This design comes from an exercise in tuning for small area on the open sky130 flow, not from production work.
For this run, only the layout was checked, not whether the RTL still works.
No activity file was given, so power comes from the tool's default toggle rates.

[flow/design.v]
module pong_main
#(
  parameter SCR_W = 1280,
  parameter SCR_H = 720,
  parameter SIM = 1'b0
)
(
  input  wire        CLK,
  input  wire        RST,
  input  wire [10:0] H_CNT,
  input  wire [10:0] V_CNT,
  input  wire        EncA_QA,
  input  wire        EncA_QB,
  input  wire        EncB_QA,
  input  wire        EncB_QB,
  output wire [7:0]  RED,
  output wire [7:0]  GREEN,
  output wire [7:0]  BLUE,
  output wire [3:0]  LED
);
  function [11:0] sub11;             
    input [10:0] a, b;
    integer i;
    reg c;
    begin
      c = 1'b0;
      for (i = 0; i < 11; i = i + 1) begin
        sub11[i] = a[i] ^ b[i] ^ c;
        c = (~a[i] & b[i]) | (~(a[i] ^ b[i]) & c);
      end
      sub11[11] = c;
    end
  endfunction
  function [10:0] incdec11;          
    input [10:0] a;
    input        dn;
    integer i;
    reg c;
    begin
      c = 1'b1;
      for (i = 0; i < 11; i = i + 1) begin
        incdec11[i] = a[i] ^ c;
        c = c & (a[i] ^ dn);
      end
    end
  endfunction
  function [8:0] step5;              
    input [8:0] a;
    input       dn;
    integer i;
    reg c;
    reg [8:0] k;
    begin
      k = dn ? 9'h1FB : 9'd5;
      c = 1'b0;
      for (i = 0; i < 9; i = i + 1) begin
        step5[i] = a[i] ^ k[i] ^ c;
        c = (a[i] & k[i]) | ((a[i] ^ k[i]) & c);
      end
    end
  endfunction
  function gt8;                      
    input [7:0] x, k;
    integer i;
    begin
      gt8 = 1'b0;
      for (i = 0; i < 8; i = i + 1)
        gt8 = k[i] ? (x[i] & gt8) : (x[i] | gt8);
    end
  endfunction
  function [14:0] inc15;
    input [14:0] a;
    integer i;
    reg c;
    begin
      c = 1'b1;
      for (i = 0; i < 15; i = i + 1) begin
        inc15[i] = a[i] ^ c;
        c = c & a[i];
      end
    end
  endfunction
  function [5:0] inc6;
    input [5:0] a;
    integer i;
    reg c;
    begin
      c = 1'b1;
      for (i = 0; i < 6; i = i + 1) begin
        inc6[i] = a[i] ^ c;
        c = c & a[i];
      end
    end
  endfunction
  localparam [3:0] RLM = 4'b0000, RLU = 4'b0001, RLL = 4'b0010,
                   TBL = 4'b0101, BTL = 4'b0110,
                   LRM = 4'b1000, LRU = 4'b1001, LRL = 4'b1010,
                   TBR = 4'b1101, BTR = 4'b1110,
                   START = 4'b0111;
  reg [14:0] hb;           
  reg [10:0] bh, bv;       
  reg [8:0]  tl, tr;       
  reg        apre, bpre;
  reg [3:0]  dir;
  reg [5:0]  u;            
  wire mv    = u[5];
  wire start = (dir == START);
  wire [11:0] dh = sub11(H_CNT, bh);
  wire [11:0] dv = sub11(V_CNT, bv);
  wire in_h = (dh[11:3] == 9'h000) | ((dh[11:3] == 9'h1FF) & (dh[2:0] != 3'd0));
  wire in_v = (dv[11:3] == 9'h000) | ((dv[11:3] == 9'h1FF) & (dv[2:0] != 3'd0));
  wire ball = in_h & in_v & (bh[10:3] != 8'd0) & (bv[10:3] != 8'd0);
  wire top  = (V_CNT == 11'd0) | (V_CNT == 11'd719);
  wire [8:0]  tp = H_CNT[10] ? tr : tl;
  wire [11:0] dp = sub11(V_CNT, {2'b00, tp});
  wire pcol = (H_CNT == 11'd3) | (H_CNT == 11'd11) | (H_CNT == 11'd1272) | (H_CNT == 11'd1280);
  wire pad  = pcol & (dp[11:8] == 4'd0) & ~gt8(dp[7:0], 8'd180);   
  wire white = ball | top;
  assign RED   = {8{white | pad}};
  assign GREEN = {8{white}};
  assign BLUE  = {8{white}};
  always @(posedge CLK or posedge RST)
    if (RST) hb <= 15'd0;
    else     hb <= inc15(hb);
  assign LED = hb[14:11];
  wire a_fall = apre & ~EncA_QA;
  wire b_fall = bpre & ~EncB_QA;
  wire tl_max = tl[8] & tl[7] & tl[6];                 
  wire tl_min = ~tl[8] & ~tl[7] & ~tl[5] & ~tl[0];     
  wire tr_max = tr[8] & tr[7] & tr[6];
  wire tr_min = ~tr[8] & ~tr[7] & ~tr[5] & ~tr[0];
  always @(posedge CLK or posedge RST)
    if (RST) begin
      apre <= 1'b0;
      bpre <= 1'b0;
      tl   <= 9'd270;
      tr   <= 9'd270;
    end else begin
      apre <= EncA_QA;
      bpre <= EncB_QA;
      if (a_fall & ~(EncA_QB ? tl_min : tl_max)) tl <= step5(tl, EncA_QB);
      if (b_fall & ~(EncB_QB ? tr_min : tr_max)) tr <= step5(tr, EncB_QB);
    end
  wire [8:0]  th = bh[10] ? tr : tl;
  wire [11:0] dd = sub11(bv, {2'b00, th});
  wire at_l  = (bh == 11'd19);
  wire at_r  = (bh == 11'd1264);
  wire       d_hi0 = (dd[11:8] == 4'd0);
  wire [7:0] dl    = dd[7:0];
  wire lt90  = ~gt8(dl, 8'd89);
  wire le180 = ~gt8(dl, 8'd180);
  wire e90   = (dl == 8'd90);
  wire e180  = (dl == 8'd180);
  wire d_top = d_hi0 & lt90;                    
  wire d_bot = d_hi0 & ~lt90 & ~e90 & le180;    
  wire d_90  = d_hi0 & e90;
  wire d_mid = d_hi0 & ~lt90 & le180 & ~e180;   
  wire d_180 = d_hi0 & e180;
  wire ex_a  = (bh == 11'd8) | (bh == 11'd1271);
  wire ex_b  = (bh == 11'd8) | (bh == 11'd1272);
  wire v_up  = (bv == 11'd10);
  wire v_lo  = (bv == 11'd711);
  reg       go_start, stay;
  reg [3:0] ndir;
  always @(*) begin
    go_start = 1'b0;
    stay     = 1'b0;
    ndir     = dir;
    case (dir)
      RLM: if ((bh == 11'd0) | (bh == 11'd1280)) go_start = 1'b1;
           else if (at_l & d_bot) ndir = LRL;
           else if (at_l & d_top) ndir = LRU;
           else if (at_l & d_90)  ndir = LRM;
      LRM: if (ex_a) go_start = 1'b1;
           else if (at_r & d_top) ndir = LRU;
           else if (at_r & d_bot) ndir = RLL;
      RLU: if (ex_a) go_start = 1'b1;
           else if (v_up) ndir = TBL;
      RLL: if (ex_b) go_start = 1'b1;
           else if (v_lo) ndir = BTL;
      LRU: if (ex_b) go_start = 1'b1;
           else if (v_up) ndir = TBR;
      LRL: if (ex_b) go_start = 1'b1;
           else if (v_lo) ndir = BTR;
      TBL, BTL:
           if (ex_b) go_start = 1'b1;
           else if (at_l & d_top) ndir = LRU;
           else if (at_l & d_mid) ndir = LRM;
           else if (at_l & d_180) ndir = LRL;
      TBR: if (ex_b) go_start = 1'b1;
           else if (at_r & d_top) ndir = RLU;
           else if (at_r & d_bot) ndir = RLL;
           else if (bh == 11'd21) go_start = 1'b1;
           else stay = 1'b1;
      BTR: if (ex_b) go_start = 1'b1;
           else if (at_r & d_top) ndir = RLU;
           else if (at_r & d_bot) ndir = RLL;
      default: ;
    endcase
  end
  wire do_move = (~start & ~mv & (u[4:0] == 5'd31)) | (mv & stay);
  wire left    = ~dir[3];
  wire up      = (dir[1:0] == 2'b01) ^ dir[2];
  wire vmove   = (dir[1:0] != 2'b00);
  wire down    = vmove & ~up;
  always @(posedge CLK or posedge RST)
    if (RST) begin
      dir <= START;
      u   <= 6'd0;
      bh  <= 11'd640;
      bv  <= 11'd360;
    end else if (start) begin
      dir <= RLM;
    end else if (mv) begin
      if (go_start) begin
        dir <= START;
        u   <= 6'd0;
        bh  <= 11'd640;
        bv  <= 11'd360;
      end else if (stay) begin
        bh <= incdec11(bh, 1'b0);
        bv <= incdec11(bv, 1'b0);
      end else begin
        dir <= ndir;
        u   <= 6'd0;
      end
    end else begin
      u <= inc6(u);
      if (do_move) begin
        bh <= incdec11(bh, left);
        if (vmove) bv <= incdec11(bv, up);
      end
    end
endmodule
[flow/run.sh]
#!/bin/bash
# synth_recipe.tcl (not shown) runs the flow's synth.tcl, then flattens the netlist and writes it again
# the make line also repeats each setting of config.mk as NAME=value (left out here)
make -C /OpenROAD-flow-scripts/flow DESIGN_CONFIG=/design/flow/config.mk WORK_HOME=/design/flow/orfs CLKGATE_MAP_FILE= SYNTH_SCRIPT=/design/flow/synth_recipe.tcl finish
[flow/config.mk]
export PLATFORM = sky130hd
export DESIGN_NAME = pong_main
export DESIGN_NICKNAME = pong_main
export VERILOG_FILES = /design/flow/design.v
export SDC_FILE = /design/flow/constraint.sdc
export NUM_CORES = 4
export LEC_CHECK = 0
export CAP_MARGIN = 20
export CORE_MARGIN = 2
export CORE_UTILIZATION = 40
export SLEW_MARGIN = 20
[flow/constraint.sdc]
create_clock -name core_clock -period 10.0 [get_ports {CLK}]
set_input_delay 2.0000 -clock core_clock [delete_from_list [all_inputs] [get_ports {CLK}]]
set_output_delay 2.0000 -clock core_clock [all_outputs]
set_load 0.01 [all_outputs]
==> summary.txt <==
Outcome
  • Outcome: complete, no violations

Synthesis
  • Synth area leaders: dfrtp_1, fa_1, ha_1, dfstp_2, inv_1
  • Synthesized cell area: 6460 sq um
  • FFs w/ async S/R, synth: 100%
  • Synth Warn #: 1
  • Mapped Cells: 672
  • Cell taking the most area after synthesis: dfrtp_1
  • Post-synth net total: 794
  • #FFs+latches synth: 67
  • Post-Syn Area per Cell: 9.62 sq um
  • Synth unique cells: 84
  • Register area share after synthesis: 26.3%
  • Yosys top cell area share: 19.4%
  • Ys flop type: dfrtp_1
  • EDFF count, synth: 0

Global routing
  • Total GRT Usage: 19.7%
  • First-pass GRT wire length: 27,200 um
  • Vias in the first global route: 5,199
  • Total gr overflow: 0
  • Initial antenna violation count: 0
  • Pin count of the biggest net entering global routing: 68

Detailed routing
  • Routed vias: 5,121
  • Drt pass-1 iters: 5
  • WL met3: 661 um
  • DRC: 0
  • Met2 wire length: 7600 um
  • Wl on met1: 7600 um
  • Vias per cell: 5.62
  • Routed length per instance: 17.7 um
  • Final wirelength: 16,200 um
  • Highest metal used: met4
  • DRT iter0 DRCs: 379
  • Post-route ant nets: 0

Critical path
  • Type of origin of the critical path: input pin
  • FF-to-FF Start: tl[0]$_DFFE_PP0P_
  • Crit path DAT: 7.79 ns
  • Worst Path Max Fanout: 16
  • CP Class: input pin to output pin
  • CP Capture Type: output pin
  • Critical Path RT: 8.00 ns
  • Worst setup path start: H_CNT[0]

Die
  • Die area: 17,200 sq um
  • Die W: 131 um
  • Ports: 56
  • Die H: 131 um
  • Initial Util: 40.8%
  • Row Count: 46
  • Core area: 15,800 sq um

Clock tree
  • H-tree levels: 3
  • Worst-skew pair later-pin latency: 0.34 ns
  • Clock sinks: 67
  • CTS buffer count: 9
  • Root buf cell: clkbuf_16
  • Clock slew at reported path FFs: 0.06 ns
  • Clk buf depth: 2
  • CTS tree: built

STA
  • Final Hold Fails: 0
  • Final Setup Violations: 0
  • Min cycle time layout: 9.79 ns
  • Max-slew violations: 0
  • Slew of the pin with the lowest slew margin: 0.955 ns
  • Max-slew headroom: 35.5%
  • Max Clk Rate: 102 MHz
  • Worst Skew: 0.00858 ns
  • RSZ-0062 raised after global routing: true
  • Final period util: 97.9%

Min path
  • Hold WC Path Type: register to register
  • Hold path start: hb[0]$_DFF_PP0_

Placement
  • Dpl cells: 894
  • IO Port Bufs: 55
  • HPWL after detailed placement: 12,300 um
  • Placer Congestion: 0.891

Final layout
  • N_diodes: 0
  • Non-Filler Instances: 912
  • Layout cells sized above 1: 12.8%
  • Fin nets: 813
  • Area Growth Syn to Fin: 13.0%
  • Fill count: 1,497

Power and ir drop
  • Overall power: 1.10 mW
  • PwrDens: 151 nW/um^2
  • VDD IR max: 0.114 mV
  • Static Leak: 3.23 nW

Job
  • MaxCap Viol Count: 0
[per-stage QoR]
step	hold WS, ns	worst slack (ns)	util (%)	TNS (ns)	area (sq um)
3_3_place_gp	0.414	0.0475	44.0	0	6960
5_1_grt	0.448	-0.0805	46.1	-1.14	7300
2_1_floorplan	0.401	0.982	-	0	6460
6_report	0.426	0.212	46.1	0	7300
4_1_cts	0.434	0.0134	46.0	0	7280
3_5_place_dp	0.425	-0.114	44.0	-2.43	6960
[cell usage in the layout (no fill, tap or decap), types with 17 or more instances in the layout]
cell type        count
a21oi_1             23
clkdlybuf4s50_1     31
dfrtp_1             50
dfstp_2             17
dlygate4sd2_1       21
fa_1                47
ha_1                44
inv_1               61
mux2_2              19
nand2_1             40
nand3_1             25
nor2_1              35
nor3_1              19
o21ai_0             31
[state kept, by name, summed over array words and instances (netlist names)]
| signal | count |
|---|---|
| bv | 11 |
| bh | 11 |
| tr | 9 |
| u | 6 |
| bpre | 1 |
| hb | 15 |
| tl | 9 |
| dir | 4 |
| apre | 1 |
[cell usage after synthesis (7+ instances only)]
cell type / n
ha_1: 44
o22ai_1: 7
a31oi_1: 11
buf_4: 27
nor2_1: 36
nor3_1: 19
mux2i_1: 15
a21oi_1: 23
xor2_1: 8
nand4_1: 11
o21ai_0: 31
nand3_1: 26
clkbuf_1: 16
nand2_1: 41
dfrtp_1: 50
dfstp_2: 17
or3_1: 7
xnor2_1: 13
inv_1: 62
nor4_1: 11
mux2_2: 19
fa_1: 50
[logic make-up (layout without fill, tap and decap cells)]
family / after synthesis / after routing / synth area share, %
simple gates: 201 / 201 / 16.8
compound gates: 137 / 137 / 14.9
buf+inv: 118 / 142 / 9.56
fa+ha+maj: 94 / 94 / 24.0
flops: 67 / 67 / 26.3
mux: 34 / 34 / 5.63
xor+xnor: 21 / 21 / 2.85
[what timing repair did]
item,CTS,global route
pin swaps,3,2
gates resized for setup,24,6
hold buffers,0,0
buffers inserted,1,1
setup endpoints to repair,24,24
[final cells by class]
cell class / instances / area [sq um] / share of cell area [%]
repair buffers: 64 / 609 / 8.35
multi-input cells: 487 / 4160 / 57.0
clock buffers: 9 / 225 / 3.09
inverters: 62 / 233 / 3.19
well taps: 216 / 270 / 3.70
flip-flops and latches: 67 / 1700 / 23.3
clock inverters: 7 / 100 / 1.37
[worst paths after layout]
path,to,slack [ns],cells after the start
worst max-delay path,BLUE[4],0.21,26
worst min-delay path,hb[0]$_DFF_PP0_,0.43,1
worst max register to register,bv[1]$_DFFE_PP0P_,3.97,20
worst min register to register,hb[0]$_DFF_PP0_,0.43,1
max in group asynchronous,tr[0]$_DFFE_PP0P_,7.19,3
min in group asynchronous,hb[3]$_DFF_PP0_,2.24,3
[metal layers]
metal	up-vias	GRT usage, %
met2	138	31.8
met4	0	6.46
met3	20	2.66
met1	2546	27.6
met5	-	0
li1	2417	-
[critical path, cell delays in order]
cell and delay [ns]:
clkdlybuf4s50_1 0.42, inv_1 0.07, ha_1 0.14, inv_1 0.05, fa_1 0.34, inv_1 0.07
fa_1 0.15, inv_1 0.05, fa_1 0.37, fa_1 0.40, fa_2 0.35, fa_1 0.39
fa_2 0.35, fa_1 0.39, fa_1 0.37, inv_1 0.08, fa_1 0.43, nand4b_1 0.20
a311oi_1 0.22, nand2_1 0.07, o21ai_0 0.08, nand3_1 0.16, buf_4 0.17, nand2_2 0.07
buf_12 0.12, dlygate4sd2_1 0.27
[report_power, final]
| part | switching (mW) | leakage [nW] | internal [mW] |
|---|---|---|---|
| registers | 0.0558 | 0.783 | 0.322 |
| logic | 0.197 | 2.29 | 0.174 |
| clock network | 0.133 | 0.160 | 0.220 |

-- static timing again, ports no longer ideal --
Ports are ideal in the flow. The routed layout listed here was re-timed in OpenROAD.
Step 1 sets driving cells, clkbuf_16 on the clock port and buf_2 on the other inputs (assumed; they add their load-dependent delay and slew).
Step 2 times the ports against the registers' clock, not the clock port: input delays grow and output delays shrink by t, the midpoint of the rising clock arrivals with the driver on.
a / b / c = ideal / step 1 / step 2; a / b = the first two.
t, ns: 0.381
setup slack, ns: 0.212 / 0.190 / 0.190
worst setup path at the end: input to output
worst data-port slew with drivers (ns): 0.04
After both steps setup and hold are still met in this run. For this run, drivers alone change the setup slack by -0.022 ns; drivers and shift together by -0.022 ns.
